Context: an optimization exercise on an open-source flow, tuned for small area, a short achievable clock period and few clock cycles. The choices shown serve that exercise and are no tape-out recipe.

Setup of the reference run:
==> module sqrt_u32, before the edit <==
module sqrt_u32(
        input             clk,
        input             rst_n,
        input             vld_in,
        input      [31:0] x,
        output reg        vld_out,
        output     [15:0] y
    );
    localparam F  = 4;                      
    localparam L  = (16 - F) / 2;           
    localparam XW = 32 - 2 * F;             
    reg          busy;
    reg [2:0]    cnt;                       
    reg [14:0]   r;                         
    reg [15:0]   q;                         
    reg [XW-1:0] xs;                        
    assign y = q;
    function [30:0] step(input [30:0] rq, input [3:0] xxxx);
        reg [18:0] c;
        reg [19:0] d1, d2, d3;
        reg        b1, b2;
        reg [14:0] rn;
        begin
            c  = {rq[30:16], xxxx};
            d1 = {1'b0, c} - {3'd0, rq[13:0], 3'b001};
            d2 = {1'b0, c} - {2'd0, rq[13:0], 4'b0100};
            d3 = {1'b0, c} - {3'd0, rq[13:0], 3'b000} - {2'd0, rq[13:0], 4'b0000} - 20'd9;
            b1 = !d2[19];
            b2 = b1 ? !d3[19] : !d1[19];
            case ({b1, b2})
                2'b00: rn = c[14:0];
                2'b01: rn = d1[14:0];
                2'b10: rn = d2[14:0];
                default: rn = d3[14:0];
            endcase
            step = {rn, rq[13:0], b1, b2};
        end
    endfunction
    reg [30:0] ld;                          
    reg [30:0] it;                          
    integer k;
    always @* begin
        ld = 31'd0;
        for (k = 0; k < F / 2; k = k + 1)
            ld = step(ld, x[31-4*k -: 4]);
        it = step({r, q}, xs[XW-1 -: 4]);
    end
    always @(posedge clk or negedge rst_n) begin
        if (!rst_n) begin
            busy    <= 1'b0;
            vld_out <= 1'b0;
        end else begin
            vld_out <= busy && cnt == 3'd0;
            if (!busy)
                busy <= vld_in;
            else if (cnt == 3'd0)
                busy <= 1'b0;
        end
    end
    always @(posedge clk) begin
        if (!busy) begin
            {r, q} <= ld;
            xs     <= x[XW-1:0];
            cnt    <= L - 1;
        end else begin
            {r, q} <= it;
            xs     <= xs << 4;
            cnt    <= cnt - 3'd1;
        end
    end
endmodule
clock: 10.0 ns
lec_check: 0
cap_margin: 20
core_margin: 2
core_utilization: 40
slew_margin: 20
standard.sh (not shown) runs the stock make flow with config.mk's settings and CLKGATE_MAP_FILE= SYNTH_SCRIPT=/design/flow/synth_recipe.tcl, a recipe that flattens the netlist after the stock synthesis.
==> flow/flow/run.sh <==
#!/bin/bash
set -euo pipefail
MARGIN=$(cat flow/margin.txt)
bash standard.sh \
  "SETUP_SLACK_MARGIN=$MARGIN" \
  "BUFFER_PORTS_ARGS=-buffer_cell sky130_fd_sc_hd__buf_1" \
  finish > standard.log 2>&1
==> flow/flow/margin.txt <==
7.2
### the reference run -> the trial run
-- flow/design.v --
<<< the reference run, line 7
        output     [15:0] y
    );
    localparam F  = 4;                      
    localparam L  = (16 - F) / 2;           
    localparam XW = 32 - 2 * F;             
>>> the trial run, line 7
        output     [15:0] y
    );
    localparam F  = 2;                      
    localparam L  = (16 - F) / 2;           
    localparam XW = 32 - 2 * F;             
--- outcome ---
Compared with the reference run, layout buffer count excluding clock buffers in the trial run increased slightly. The gate count after technology mapping of the trial run is lower than that of the reference run. Final routed wirelength across all metal layers delta (the trial run − the reference run): favourable. The reference run ended up with sky130_fd_sc_hd__ha_1 as its commonest non-fill, non-tap cell in the layout; the trial run ended up with sky130_fd_sc_hd__inv_1.
No functional check of the RTL was part of any run of this note.


Setup of north:
The RTL this note starts from:
==> flow/design.v <==
module sqrt_u32(
        input             clk,
        input             rst_n,
        input             vld_in,
        input      [31:0] x,
        output reg        vld_out,
        output     [15:0] y
    );
    localparam K  = 1;                      
    localparam F  = 2;                      
    localparam G  = 0;                      
    localparam L  = (16 - F - G) / K;       
    localparam XW = 32 - 2 * F;             
    localparam CW = (L > 1) ? $clog2(L) : 1;
    reg          busy;
    reg [CW-1:0] cnt;                       
    reg [16:0]   r;                         
    reg [15:0]   q;                         
    reg [XW-1:0] xs;                        
    function [32:0] step(input [32:0] rq, input [1:0] xx);
        reg [18:0] c;
        reg [18:0] d;
        begin
            c = {rq[32:16], xx};
            if (!rq[32])
                d = c - {2'b00, rq[14:0], 2'b01};
            else
                d = c + {2'b00, rq[14:0], 2'b11};
            step = {d[16:0], rq[14:0], ~d[18]};
        end
    endfunction
    reg [32:0] ld;                          
    reg [32:0] it;                          
    reg [32:0] ot;                          
    integer k;
    always @* begin
        ld = 33'd0;
        for (k = 0; k < F; k = k + 1)
            ld = step(ld, x[31-2*k -: 2]);
        it = {r, q};
        for (k = 0; k < K; k = k + 1)
            it = step(it, xs[XW-1-2*k -: 2]);
        ot = {r, q};
        for (k = 0; k < G; k = k + 1)
            ot = step(ot, xs[XW-1-2*k -: 2]);
    end
    assign y = ot[15:0];
    always @(posedge clk or negedge rst_n) begin
        if (!rst_n) begin
            busy    <= 1'b0;
            vld_out <= 1'b0;
        end else begin
            vld_out <= busy && cnt == 0;
            if (!busy)
                busy <= vld_in;
            else if (cnt == 0)
                busy <= 1'b0;
        end
    end
    always @(posedge clk) begin
        if (!busy) begin
            {r, q} <= ld;
            xs     <= x[XW-1:0];
            cnt    <= L - 1;
        end else begin
            {r, q} <= it;
            xs     <= xs << (2 * K);
            cnt    <= cnt - 1'b1;
        end
    end
endmodule
make LEC_CHECK=0 CAP_MARGIN=20 CORE_MARGIN=2 CORE_UTILIZATION=40 SLEW_MARGIN=20 finish   # period 10.0 ns
run.sh (not shown) runs the stock make flow with config.mk's settings and CLKGATE_MAP_FILE= SYNTH_SCRIPT=/design/flow/synth_recipe.tcl, a recipe that flattens the netlist after the stock synthesis.
Stock flow here: none of the scripts above is used.
Edits applied to the flow inputs when going from north to south:
diff --git a/flow/design.v b/flow/design.v
--- a/flow/design.v
+++ b/flow/design.v
@@ -7,5 +7,5 @@
         output     [15:0] y
     );
-    localparam K  = 1;                      
+    localparam K  = 2;                      
     localparam F  = 2;                      
     localparam G  = 0;                      
## What came out
As far as final hold violation count goes, south and north are indistinguishable; the numbers are identical. Net count after synthesis in south is 105 above north. The core of south is less densely filled than that of north. Comparing via count of the first global-routing pass for south and north, the smaller number came from north. Compared with north, final wirelength in south increased by more than a quarter. Relative to north, global router's overall resource usage increased by 1.7 points in south.
No run of this note included a check of the RTL's function; only the layout flow was run.

[afterwards: timing with drivers on the ports]
In the flow no input, the clock included, has a driving cell. The finished layouts below were timed again as built, in two steps. Step 1 sets driving cells, clkbuf_16 on the clock port and buf_2 on the other inputs (assumed; they add their load-dependent delay and slew). Step 2 moves the port delays by t, midway between the first and last clock arrival at a register: inputs arrive t later, outputs are due t later. That takes back most of the time a late clock gives input paths. a / b / c = ideal ports / drivers / drivers and shift; a / b = the first two.
run | shift t [ns] | setup WS [ns] | worst setup path at the end | clock arrival spread, ns | pins driven straight from the clock port
the reference run | 0.374 | 5.601 / 5.577 / 5.203 | input to register | 0.006 / 0.007 | 1
the trial run | 0.384 | 6.697 / 6.697 / 6.476 | input to register | 0.006 / 0.005 | 1
north | 0.373 | 6.672 / 6.640 / 6.431 | input to register | 0.008 / 0.008 | 1
south | 0.383 | 4.332 / 4.332 / 4.332 | register to register | 0.008 / 0.008 | 1
After both steps setup and hold are still met in every run listed. The setup slack of the reference run, which loses most, moves by -0.024 ns with the drivers and by -0.398 ns with both steps.
